This design comes from an exercise in tuning for small area on the open sky130 flow, not from production work. RTL that was checked went through simulation tests only; none was proved equivalent to the original. Power is estimated from default activity; no workload was simulated.

## alpha
// atm
module atm
	    (
	    CLK,
	    RESET,
	    TARJETA_RECIBIDA,
	    TIPO_DE_TARJETA,
	    PIN,
	    DIGITO,
	    DIGITO_STB,
	    TIPO_TRANS,
	    MONTO,
	    MONTO_STB,
	    BALANCE_ACTUALIZADO,
	    ENTREGAR_DINERO,
	    FONDOS_INSUFICIENTES,
	    PIN_INCORRECTO,
	    ADVERTENCIA,
	    BLOQUEO
	    );
input
	CLK,
	RESET,			 
	TARJETA_RECIBIDA,
	TIPO_DE_TARJETA,	 
	DIGITO_STB,		 
	TIPO_TRANS,		 
	MONTO_STB;		 
input [15:0] PIN;		 
input [3:0] DIGITO;
input [31:0] MONTO;
output reg
	BALANCE_ACTUALIZADO,
	ENTREGAR_DINERO,
	FONDOS_INSUFICIENTES;
output
	PIN_INCORRECTO,
	ADVERTENCIA,
	BLOQUEO;
localparam [2:0]
	S_IDLE	= 3'b000,
	S_PIN0	= 3'b001,
	S_PIN1	= 3'b011,
	S_PIN2	= 3'b010,
	S_ID	= 3'b100,
	S_WD	= 3'b101,
	S_DEP	= 3'b110,
	S_BLK	= 3'b111;
reg [2:0] estado;
reg [31:0] BAL_lo;		 
reg [31:0] BAL_hi;		 
reg pendiente;			 
reg [1:0] Contador_PIN;		 
reg [11:0] PIN_usuario;		 
reg error_pin;			 
wire in_idle	= (estado == S_IDLE);
wire in_pin	= ~estado[2] & (estado[1] | estado[0]);
wire in_blk	= (estado == S_BLK);
wire in_wd	= (estado == S_WD);
wire in_dep	= (estado == S_DEP);
wire cuarto	= in_pin & DIGITO_STB & (Contador_PIN == 2'd3);
wire igual	= ({PIN_usuario, DIGITO} == PIN);
wire correcto	= cuarto & igual;
wire erroneo	= cuarto & ~igual;
wire usa_monto	= in_wd | in_dep;
wire resta	= in_wd | in_idle;	 
  ...
==> module atm, before the edit <==
module atm
	    (
	    CLK,
	    RESET,
	    TARJETA_RECIBIDA,
	    TIPO_DE_TARJETA,
	    PIN,
	    DIGITO,
	    DIGITO_STB,
	    TIPO_TRANS,
	    MONTO,
	    MONTO_STB,
	    BALANCE_ACTUALIZADO,
	    ENTREGAR_DINERO,
	    FONDOS_INSUFICIENTES,
	    PIN_INCORRECTO,
	    ADVERTENCIA,
	    BLOQUEO
	    );
input
	CLK,
	RESET,			 
	TARJETA_RECIBIDA,
	TIPO_DE_TARJETA,	 
	DIGITO_STB,		 
	TIPO_TRANS,		 
	MONTO_STB;		 
input [15:0] PIN;		 
input [3:0] DIGITO;
input [31:0] MONTO;
output reg
	BALANCE_ACTUALIZADO,
	ENTREGAR_DINERO,
	FONDOS_INSUFICIENTES;
output
	PIN_INCORRECTO,
	ADVERTENCIA,
	BLOQUEO;
localparam [2:0]
	S_IDLE	= 3'b000,
	S_PIN0	= 3'b001,
	S_PIN1	= 3'b011,
	S_PIN2	= 3'b010,
	S_ID	= 3'b100,
	S_WD	= 3'b101,
	S_DEP	= 3'b110,
	S_BLK	= 3'b111;
reg [2:0] estado;
reg [31:0] BAL_lo;		 
reg [31:0] BAL_hi;		 
reg pendiente;			 
reg [1:0] Contador_PIN;		 
reg [11:0] PIN_usuario;		 
reg error_pin;			 
wire in_idle	= (estado == S_IDLE);
wire in_pin	= ~estado[2] & (estado[1] | estado[0]);
wire in_blk	= (estado == S_BLK);
wire in_wd	= (estado == S_WD);
wire in_dep	= (estado == S_DEP);
wire cuarto	= in_pin & DIGITO_STB & (Contador_PIN == 2'd3);
wire igual	= ({PIN_usuario, DIGITO} == PIN);
wire correcto	= cuarto & igual;
wire erroneo	= cuarto & ~igual;
wire usa_monto	= in_wd | in_dep;
wire resta	= in_wd | in_idle;	 
wire [31:0] op	= ({32{usa_monto}} & MONTO) ^ {{31{resta}}, in_wd};
wire [31:0] suma;
wire acarreo;
add32 u_suma (.a(BAL_lo), .b(op), .ci(pendiente), .s(suma), .co(acarreo));
wire hi_m	= |BAL_hi[30:1];
wire hi_nz	= hi_m | BAL_hi[0] | BAL_hi[31];
wire fb_up	= BAL_hi[0] ^ BAL_hi[1] ^ BAL_hi[2] ^ BAL_hi[22] ^ ~(hi_m | BAL_hi[31]);
wire fb_dn	= BAL_hi[31] ^ BAL_hi[0] ^ BAL_hi[1] ^ BAL_hi[21] ^ ~(hi_m | BAL_hi[0]);
wire mayor	= hi_nz | acarreo;	 
wire cobra	= in_idle & TARJETA_RECIBIDA & TIPO_DE_TARJETA;
wire retira	= in_wd & MONTO_STB & mayor;
wire rechaza	= in_wd & MONTO_STB & ~mayor;
wire deposita	= in_dep & MONTO_STB;
wire limpia	= ~RESET | (in_idle & ~TARJETA_RECIBIDA);
wire guarda	= (in_wd & ~retira) | (in_dep & ~MONTO_STB) | (in_idle & ~TIPO_DE_TARJETA);
reg paso_sube, paso_baja;
wire h_up	= ~limpia & paso_sube;
wire h_dn	= ~limpia & paso_baja;
wire h_keep	= ~limpia & ~paso_sube & ~paso_baja;
wire [31:0] hi_prox = ({32{h_up}} & {fb_up, BAL_hi[31:1]}) |
		      ({32{h_dn}} & {BAL_hi[30:0], fb_dn}) |
		      ({32{h_keep}} & BAL_hi);
assign PIN_INCORRECTO	= error_pin | in_blk;
assign ADVERTENCIA	= error_pin & (estado == S_PIN2);
assign BLOQUEO		= in_blk & ~error_pin;
reg [2:0] prox;
always @(*) begin
	prox = estado;
	case (estado)
		S_IDLE:	if (TARJETA_RECIBIDA) prox = S_PIN0;
		S_PIN0:	if (correcto) prox = S_ID; else if (erroneo) prox = S_PIN1;
		S_PIN1:	if (correcto) prox = S_ID; else if (erroneo) prox = S_PIN2;
		S_PIN2:	if (correcto) prox = S_ID; else if (erroneo) prox = S_BLK;
		S_ID:	prox = TIPO_TRANS ? S_WD : S_DEP;
		S_WD:	if (MONTO_STB) prox = S_IDLE;
		S_DEP:	if (MONTO_STB) prox = S_IDLE;
		default: prox = S_BLK;
	endcase
end
always @(posedge CLK) begin
	if (DIGITO_STB)
		PIN_usuario <= {PIN_usuario[7:0], DIGITO};
	BAL_hi <= hi_prox;
	if (limpia) begin
		BAL_lo		<= 32'd0;
		pendiente	<= 1'b0;
		paso_sube	<= 1'b0;
		paso_baja	<= 1'b0;
	end else begin
		if (~guarda) begin
			BAL_lo		<= suma;
			pendiente	<= retira;
		end
		paso_sube	<= ~guarda & ~resta & acarreo;
		paso_baja	<= ~guarda & resta & ~acarreo;
	end
	if (~RESET) begin
		estado			<= S_IDLE;
		Contador_PIN		<= 2'd0;
		BALANCE_ACTUALIZADO	<= 1'b0;
		ENTREGAR_DINERO		<= 1'b0;
		FONDOS_INSUFICIENTES	<= 1'b0;
		error_pin		<= 1'b0;
	end else begin
		estado <= prox;
		if (in_pin & DIGITO_STB)
			Contador_PIN <= Contador_PIN + 2'd1;
		BALANCE_ACTUALIZADO	<= cobra | retira | deposita;
		if (in_idle & TARJETA_RECIBIDA) begin
			ENTREGAR_DINERO		<= 1'b0;
			FONDOS_INSUFICIENTES	<= 1'b0;
		end
		if (retira)
			ENTREGAR_DINERO <= 1'b1;
		if (rechaza)
			FONDOS_INSUFICIENTES <= 1'b1;
		error_pin	<= erroneo;
	end
end
endmodule
export LEC_CHECK = 0
export CAP_MARGIN = 20
export CORE_MARGIN = 2
export CORE_UTILIZATION = 55
export SLEW_MARGIN = 20
export SYNTH_HIERARCHICAL = 1
create_clock -name core_clock -period 6.0 [get_ports {CLK}]
standard.sh (not shown) runs the stock make flow with config.mk's settings and CLKGATE_MAP_FILE= SYNTH_SCRIPT=/design/flow/synth_recipe.tcl, a recipe that flattens the netlist after the stock synthesis.
==> flow/flow/run.sh <==
#!/bin/bash
set -euo pipefail
W=$(pwd)
cat > "$W/flow_synth.tcl" <<EOT
proc abc {args} {
  set i [lsearch -exact \$args -script]
  set a1 \$args
  set a2 \$args
  lset a1 [expr {\$i + 1}] $W/flow/abc_adder.script
  lset a2 [expr {\$i + 1}] $W/flow/abc_map.script
  yosys abc {*}\$a1 add32
  yosys abc {*}\$a2 atm
}
source $W/synth_recipe.tcl
EOT
sed "s#SYNTH_SCRIPT=[^ ]*#SYNTH_SCRIPT=$W/flow_synth.tcl#" standard.sh > flow_standard.sh
grep -q "SYNTH_SCRIPT=$W/flow_synth.tcl" flow_standard.sh
export BUFFER_PORTS_ARGS="-buffer_cell sky130_fd_sc_hd__buf_1"
export CTS_ARGS="-sink_clustering_enable -repair_clock_nets -dont_use_dummy_load -buf_list sky130_fd_sc_hd__clkbuf_4 -root_buf sky130_fd_sc_hd__clkbuf_8"
bash flow_standard.sh finish > standard_flow.log 2>&1
==> flow/flow/abc_adder.script <==
&get -n
&st
&dch
&nf -R 100
&st
&syn2
&if -g -K 6
&synch2
&nf -R 100
&st
&syn2
&if -g -K 6
&synch2
&nf -R 100
&st
&syn2
&if -g -K 6
&synch2
&nf -R 100
&st
&syn2
&if -g -K 6
&synch2
&nf -R 100
&st
&syn2
&if -g -K 6
&synch2
&nf -R 100
&put
==> flow/flow/abc_map.script <==
&get -n
&st
&deepsyn -T 60
&dch -f
&nf -R 1000
&st
&syn3
&dch -f
&nf -R 1000
&put
diff inputs: alpha => beta
--- a/flow/design.v
+++ b/flow/design.v
@@ -30,10 +30,9 @@
 input [31:0] MONTO;
 output reg
 	BALANCE_ACTUALIZADO,
 	ENTREGAR_DINERO,
-	FONDOS_INSUFICIENTES;
-output
+	FONDOS_INSUFICIENTES,
 	PIN_INCORRECTO,
 	ADVERTENCIA,
 	BLOQUEO;
 localparam [2:0]
@@ -50,9 +49,8 @@
 reg [31:0] BAL_hi;		 
 reg pendiente;			 
 reg [1:0] Contador_PIN;		 
 reg [11:0] PIN_usuario;		 
-reg error_pin;			 
 wire in_idle	= (estado == S_IDLE);
 wire in_pin	= ~estado[2] & (estado[1] | estado[0]);
 wire in_blk	= (estado == S_BLK);
 wire in_wd	= (estado == S_WD);
@@ -77,18 +75,19 @@
 wire rechaza	= in_wd & MONTO_STB & ~mayor;
 wire deposita	= in_dep & MONTO_STB;
 wire limpia	= ~RESET | (in_idle & ~TARJETA_RECIBIDA);
 wire guarda	= (in_wd & ~retira) | (in_dep & ~MONTO_STB) | (in_idle & ~TIPO_DE_TARJETA);
+wire guarda_pre	= ((in_wd | in_dep) & ~MONTO_STB) | (in_idle & ~TIPO_DE_TARJETA);
+wire espera_c	= in_wd & ~hi_nz;	 
+wire [31:0] lo_c = acarreo ? suma : BAL_lo;
+wire [31:0] lo_n = guarda_pre ? BAL_lo : (espera_c ? lo_c : suma);
 reg paso_sube, paso_baja;
 wire h_up	= ~limpia & paso_sube;
 wire h_dn	= ~limpia & paso_baja;
 wire h_keep	= ~limpia & ~paso_sube & ~paso_baja;
 wire [31:0] hi_prox = ({32{h_up}} & {fb_up, BAL_hi[31:1]}) |
 		      ({32{h_dn}} & {BAL_hi[30:0], fb_dn}) |
 		      ({32{h_keep}} & BAL_hi);
-assign PIN_INCORRECTO	= error_pin | in_blk;
-assign ADVERTENCIA	= error_pin & (estado == S_PIN2);
-assign BLOQUEO		= in_blk & ~error_pin;
 reg [2:0] prox;
 always @(*) begin
 	prox = estado;
 	case (estado)
@@ -111,12 +110,11 @@
 		pendiente	<= 1'b0;
 		paso_sube	<= 1'b0;
 		paso_baja	<= 1'b0;
 	end else begin
-		if (~guarda) begin
-			BAL_lo		<= suma;
-			pendiente	<= retira;
-		end
+		BAL_lo <= lo_n;
+		if (~guarda)
+			pendiente <= retira;
 		paso_sube	<= ~guarda & ~resta & acarreo;
 		paso_baja	<= ~guarda & resta & ~acarreo;
 	end
 	if (~RESET) begin
@@ -124,9 +122,11 @@
 		Contador_PIN		<= 2'd0;
 		BALANCE_ACTUALIZADO	<= 1'b0;
 		ENTREGAR_DINERO		<= 1'b0;
 		FONDOS_INSUFICIENTES	<= 1'b0;
-		error_pin		<= 1'b0;
+		PIN_INCORRECTO		<= 1'b0;
+		ADVERTENCIA		<= 1'b0;
+		BLOQUEO			<= 1'b0;
 	end else begin
 		estado <= prox;
 		if (in_pin & DIGITO_STB)
 			Contador_PIN <= Contador_PIN + 2'd1;
@@ -138,9 +138,11 @@
 		if (retira)
 			ENTREGAR_DINERO <= 1'b1;
 		if (rechaza)
 			FONDOS_INSUFICIENTES <= 1'b1;
-		error_pin	<= erroneo;
+		PIN_INCORRECTO	<= erroneo | in_blk;
+		ADVERTENCIA	<= erroneo & (estado == S_PIN1);
+		BLOQUEO		<= in_blk;
 	end
 end
 endmodule
 module add32(input [31:0] a, input [31:0] b, input ci, output [31:0] s, output co);
Notes after the runs:
In the tables for alpha and beta, sequential cell count reads higher with beta. Going from alpha to beta, the routed wire length was found to have gone down by about 5%. Summary: via total after detailed routing, beta better than alpha. beta reports a lower count of cell instances traversed by the critical path than alpha does. The final reports for beta and alpha show synthesized area divided by synthesized cell count higher in the former. Compared to alpha, beta has worst slew margin relative to its limit 7.6 points higher. Number of buffers and inverters on the critical path for beta: 1 down relative to alpha. Going from alpha to beta, depth of the most critical reg-to-reg path shrank by more than 10%. Routed length per placed instance on beta is down relative to alpha. beta against alpha; non-clock buffer count is down by more than 10%.
For beta, only the layout was checked, not whether the RTL still works.

== job 101 ==
Starting RTL as in the previous note.
clock: 6.0 ns
lec_check: 0
cap_margin: 20
core_margin: 2
core_utilization: 55
slew_margin: 20
synth_hierarchical: 1
==> flow/flow/abc_adder.script <==
&get -n
&st
&dch
&nf
&st
&syn2
&if -g -K 6
&synch2
&nf
&st
&syn2
&if -g -K 6
&synch2
&nf
&st
&syn2
&if -g -K 6
&synch2
&nf
&st
&syn2
&if -g -K 6
&synch2
&nf
&st
&syn2
&if -g -K 6
&synch2
&nf
&put
Scripts as last shown in full above: flow/flow/run.sh, flow/flow/abc_map.script
Job 101 was carried through to the last stage, and its layout satisfied the timing, design-rule and antenna checks.
Setup changes, job 101 to job 102
--- a/flow/design.v
+++ b/flow/design.v
@@ -32,6 +32,5 @@
 	BALANCE_ACTUALIZADO,
 	ENTREGAR_DINERO,
-	FONDOS_INSUFICIENTES;
-output
+	FONDOS_INSUFICIENTES,
 	PIN_INCORRECTO,
 	ADVERTENCIA,
@@ -52,5 +51,4 @@
 reg [1:0] Contador_PIN;		 
 reg [11:0] PIN_usuario;		 
-reg error_pin;			 
 wire in_idle	= (estado == S_IDLE);
 wire in_pin	= ~estado[2] & (estado[1] | estado[0]);
@@ -86,7 +84,4 @@
 		      ({32{h_dn}} & {BAL_hi[30:0], fb_dn}) |
 		      ({32{h_keep}} & BAL_hi);
-assign PIN_INCORRECTO	= error_pin | in_blk;
-assign ADVERTENCIA	= error_pin & (estado == S_PIN2);
-assign BLOQUEO		= in_blk & ~error_pin;
 reg [2:0] prox;
 always @(*) begin
@@ -126,5 +121,7 @@
 		ENTREGAR_DINERO		<= 1'b0;
 		FONDOS_INSUFICIENTES	<= 1'b0;
-		error_pin		<= 1'b0;
+		PIN_INCORRECTO		<= 1'b0;
+		ADVERTENCIA		<= 1'b0;
+		BLOQUEO			<= 1'b0;
 	end else begin
 		estado <= prox;
@@ -140,5 +137,7 @@
 		if (rechaza)
 			FONDOS_INSUFICIENTES <= 1'b1;
-		error_pin	<= erroneo;
+		PIN_INCORRECTO	<= erroneo | in_blk;
+		ADVERTENCIA	<= erroneo & (estado == S_PIN1);
+		BLOQUEO		<= in_blk;
 	end
 end
## What came out
From job 101 to job 102, setup TNS did not move at all.
[compare] base=job 101 new=job 102: instance area at placement shows no meaningful change, power consumption shows a reduction of 4.9%.
After detailed routing, job 101 needs more wire than job 102.
Sequential share of layout area (lower): job 101
Compared to job 101, job 102 shows a wider setup margin.
On worst hold slack across all endpoints, job 101 beats job 102.
The core utilization of job 102 falls short of that of job 101 by 0.50 points.
Summary of job 102 over job 101: cell area held, gate count after technology mapping moved down.
Die size: job 102 exceeds job 101

## old
atm with an RTL version that a note above also has.
For scale: ~510 cells after synthesis, roughly 90 flip-flops, about 65 I/O pins, roughly 0.0048 mm2 of cells after synthesis.
==> module atm, before the edit <==
module atm
	    (
	    CLK,
	    RESET,
	    TARJETA_RECIBIDA,
	    TIPO_DE_TARJETA,
	    PIN,
	    DIGITO,
	    DIGITO_STB,
	    TIPO_TRANS,
	    MONTO,
	    MONTO_STB,
	    BALANCE_ACTUALIZADO,
	    ENTREGAR_DINERO,
	    FONDOS_INSUFICIENTES,
	    PIN_INCORRECTO,
	    ADVERTENCIA,
	    BLOQUEO
	    );
input
	CLK,
	RESET,			 
	TARJETA_RECIBIDA,
	TIPO_DE_TARJETA,	 
	DIGITO_STB,		 
	TIPO_TRANS,		 
	MONTO_STB;		 
input [15:0] PIN;		 
input [3:0] DIGITO;
input [31:0] MONTO;
output reg
	BALANCE_ACTUALIZADO,
	ENTREGAR_DINERO,
	FONDOS_INSUFICIENTES,
	PIN_INCORRECTO,
	ADVERTENCIA,
	BLOQUEO;
localparam [2:0]
	S_IDLE	= 3'b000,
	S_PIN0	= 3'b001,
	S_PIN1	= 3'b011,
	S_PIN2	= 3'b010,
	S_ID	= 3'b100,
	S_WD	= 3'b101,
	S_DEP	= 3'b110,
	S_BLK	= 3'b111;
reg [2:0] estado;
reg [31:0] BAL_lo;		 
reg [31:0] BAL_hi;		 
reg pendiente;			 
reg [1:0] Contador_PIN;		 
reg [11:0] PIN_usuario;		 
wire in_idle	= (estado == S_IDLE);
wire in_pin	= ~estado[2] & (estado[1] | estado[0]);
wire in_blk	= (estado == S_BLK);
wire in_wd	= (estado == S_WD);
wire in_dep	= (estado == S_DEP);
wire cuarto	= in_pin & DIGITO_STB & (Contador_PIN == 2'd3);
wire igual	= ({PIN_usuario, DIGITO} == PIN);
wire correcto	= cuarto & igual;
wire erroneo	= cuarto & ~igual;
wire usa_monto	= in_wd | in_dep;
wire resta	= in_wd | in_idle;	 
wire [31:0] op	= ({32{usa_monto}} & MONTO) ^ {{31{resta}}, in_wd};
wire [31:0] suma;
wire acarreo;
add32 u_suma (.a(BAL_lo), .b(op), .ci(pendiente), .s(suma), .co(acarreo));
wire hi_m	= |BAL_hi[30:1];
wire hi_nz	= hi_m | BAL_hi[0] | BAL_hi[31];
wire fb_up	= BAL_hi[0] ^ BAL_hi[1] ^ BAL_hi[2] ^ BAL_hi[22] ^ ~(hi_m | BAL_hi[31]);
wire fb_dn	= BAL_hi[31] ^ BAL_hi[0] ^ BAL_hi[1] ^ BAL_hi[21] ^ ~(hi_m | BAL_hi[0]);
wire mayor	= hi_nz | acarreo;	 
wire cobra	= in_idle & TARJETA_RECIBIDA & TIPO_DE_TARJETA;
wire retira	= in_wd & MONTO_STB & mayor;
wire rechaza	= in_wd & MONTO_STB & ~mayor;
wire deposita	= in_dep & MONTO_STB;
wire limpia	= ~RESET | (in_idle & ~TARJETA_RECIBIDA);
wire guarda	= (in_wd & ~retira) | (in_dep & ~MONTO_STB) | (in_idle & ~TIPO_DE_TARJETA);
reg paso_sube, paso_baja;
wire h_up	= ~limpia & paso_sube;
wire h_dn	= ~limpia & paso_baja;
wire h_keep	= ~limpia & ~paso_sube & ~paso_baja;
wire [31:0] hi_prox = ({32{h_up}} & {fb_up, BAL_hi[31:1]}) |
		      ({32{h_dn}} & {BAL_hi[30:0], fb_dn}) |
		      ({32{h_keep}} & BAL_hi);
reg [2:0] prox;
always @(*) begin
	prox = estado;
	case (estado)
		S_IDLE:	if (TARJETA_RECIBIDA) prox = S_PIN0;
		S_PIN0:	if (correcto) prox = S_ID; else if (erroneo) prox = S_PIN1;
		S_PIN1:	if (correcto) prox = S_ID; else if (erroneo) prox = S_PIN2;
		S_PIN2:	if (correcto) prox = S_ID; else if (erroneo) prox = S_BLK;
		S_ID:	prox = TIPO_TRANS ? S_WD : S_DEP;
		S_WD:	if (MONTO_STB) prox = S_IDLE;
		S_DEP:	if (MONTO_STB) prox = S_IDLE;
		default: prox = S_BLK;
	endcase
end
always @(posedge CLK) begin
	if (DIGITO_STB)
		PIN_usuario <= {PIN_usuario[7:0], DIGITO};
	BAL_hi <= hi_prox;
	if (limpia) begin
		BAL_lo		<= 32'd0;
		pendiente	<= 1'b0;
		paso_sube	<= 1'b0;
		paso_baja	<= 1'b0;
	end else begin
		if (~guarda) begin
			BAL_lo		<= suma;
			pendiente	<= retira;
		end
		paso_sube	<= ~guarda & ~resta & acarreo;
		paso_baja	<= ~guarda & resta & ~acarreo;
	end
	if (~RESET) begin
		estado			<= S_IDLE;
		Contador_PIN		<= 2'd0;
		BALANCE_ACTUALIZADO	<= 1'b0;
		ENTREGAR_DINERO		<= 1'b0;
		FONDOS_INSUFICIENTES	<= 1'b0;
		PIN_INCORRECTO		<= 1'b0;
		ADVERTENCIA		<= 1'b0;
		BLOQUEO			<= 1'b0;
	end else begin
		estado <= prox;
		if (in_pin & DIGITO_STB)
			Contador_PIN <= Contador_PIN + 2'd1;
		BALANCE_ACTUALIZADO	<= cobra | retira | deposita;
		if (in_idle & TARJETA_RECIBIDA) begin
			ENTREGAR_DINERO		<= 1'b0;
			FONDOS_INSUFICIENTES	<= 1'b0;
		end
		if (retira)
			ENTREGAR_DINERO <= 1'b1;
		if (rechaza)
			FONDOS_INSUFICIENTES <= 1'b1;
		PIN_INCORRECTO	<= erroneo | in_blk;
		ADVERTENCIA	<= erroneo & (estado == S_PIN1);
		BLOQUEO		<= in_blk;
	end
end
endmodule
Settings: LEC_CHECK=0, CAP_MARGIN=20, CORE_MARGIN=2, CORE_UTILIZATION=70, SLEW_MARGIN=20, SYNTH_HIERARCHICAL=1; clock period 6.0 ns.
==> flow/flow/abc_adder.script <==
&get -n
&st
&dch
&nf -R 30
&st
&syn2
&if -g -K 6
&synch2
&nf -R 30
&st
&syn2
&if -g -K 6
&synch2
&nf -R 30
&st
&syn2
&if -g -K 6
&synch2
&nf -R 30
&st
&syn2
&if -g -K 6
&synch2
&nf -R 30
&st
&syn2
&if -g -K 6
&synch2
&nf -R 30
&put
Scripts as last shown in full above: flow/flow/run.sh, flow/flow/abc_map.script
What new does differently from old at the input level:
diff --git a/flow/design.v b/flow/design.v
--- a/flow/design.v
+++ b/flow/design.v
@@ -30,9 +30,10 @@
 input [31:0] MONTO;
 output reg
 	BALANCE_ACTUALIZADO,
 	ENTREGAR_DINERO,
-	FONDOS_INSUFICIENTES,
+	FONDOS_INSUFICIENTES;
+output
 	PIN_INCORRECTO,
 	ADVERTENCIA,
 	BLOQUEO;
 localparam [2:0]
@@ -49,8 +50,9 @@
 reg [31:0] BAL_hi;		 
 reg pendiente;			 
 reg [1:0] Contador_PIN;		 
 reg [11:0] PIN_usuario;		 
+reg error_pin;			 
 wire in_idle	= (estado == S_IDLE);
 wire in_pin	= ~estado[2] & (estado[1] | estado[0]);
 wire in_blk	= (estado == S_BLK);
 wire in_wd	= (estado == S_WD);
@@ -82,8 +84,11 @@
 wire h_keep	= ~limpia & ~paso_sube & ~paso_baja;
 wire [31:0] hi_prox = ({32{h_up}} & {fb_up, BAL_hi[31:1]}) |
 		      ({32{h_dn}} & {BAL_hi[30:0], fb_dn}) |
 		      ({32{h_keep}} & BAL_hi);
+assign PIN_INCORRECTO	= error_pin | in_blk;
+assign ADVERTENCIA	= error_pin & (estado == S_PIN2);
+assign BLOQUEO		= in_blk & ~error_pin;
 reg [2:0] prox;
 always @(*) begin
 	prox = estado;
 	case (estado)
@@ -119,11 +124,9 @@
 		Contador_PIN		<= 2'd0;
 		BALANCE_ACTUALIZADO	<= 1'b0;
 		ENTREGAR_DINERO		<= 1'b0;
 		FONDOS_INSUFICIENTES	<= 1'b0;
-		PIN_INCORRECTO		<= 1'b0;
-		ADVERTENCIA		<= 1'b0;
-		BLOQUEO			<= 1'b0;
+		error_pin		<= 1'b0;
 	end else begin
 		estado <= prox;
 		if (in_pin & DIGITO_STB)
 			Contador_PIN <= Contador_PIN + 2'd1;
@@ -135,11 +138,9 @@
 		if (retira)
 			ENTREGAR_DINERO <= 1'b1;
 		if (rechaza)
 			FONDOS_INSUFICIENTES <= 1'b1;
-		PIN_INCORRECTO	<= erroneo | in_blk;
-		ADVERTENCIA	<= erroneo & (estado == S_PIN1);
-		BLOQUEO		<= in_blk;
+		error_pin	<= erroneo;
 	end
 end
 endmodule
 module add32(input [31:0] a, input [31:0] b, input ci, output [31:0] s, output co);
## What came out
- Compared with old, new shows a clock period minus final worst setup slack that is 53 ps lower.
- In new the worst vdd rail ir drop turned out 25% higher than in old.
- Compared with old, new instantiates a larger number of standard cells.
- Lower ratio of final minimum period to clock period was reported by new, not old.
- Relative to old, the number of sequential cells in the layout of new is lower by 2.2%.
- new vs old — overall power consumption rose about 3%.
- A critical path startpoint of estado[0] is what new shows, while MONTO[0] belongs to old.
- Relative to old, final net count has gone up in new.

[separate check: timing with driven ports]
No port has a modelled driver above. Below, the same layouts with a new extraction and two added sets of constraints. Step 1 sets driving cells, clkbuf_16 on the clock port and buf_2 on the other inputs (assumed; they add their load-dependent delay and slew). Step 2, shift: input delay + t, output delay - t, t = (earliest + latest rising clock arrival at the registers) / 2. This alone moves slack from input paths to output paths. a / b / c = no drivers / after step 1 / after step 2; a / b = the first two.
| run | t (ns) | setup slack, ns | hold WS [ns] |
|---|---|---|---|
| alpha | 0.379 | 0.320 / 0.333 / -0.046 | 0.482 / 0.482 / 0.482 |
| beta | 0.377 | 0.456 / 0.469 / 0.092 | 0.467 / 0.467 / 0.467 |
| job 101 | 0.379 | 0.524 / 0.524 / 0.220 | 0.478 / 0.478 / 0.478 |
| job 102 | 0.374 | 0.746 / 0.757 / 0.383 | 0.452 / 0.452 / 0.452 |
| old | 0.373 | 0.465 / 0.465 / 0.102 | 0.456 / 0.456 / 0.456 |
| new | 0.377 | 0.518 / 0.518 / 0.293 | 0.477 / 0.477 / 0.477 |
With both steps, setup timing fails in alpha, where it was met with ideal ports. For alpha, which loses most, drivers alone change the setup slack by +0.013 ns; drivers and shift together by -0.366 ns.
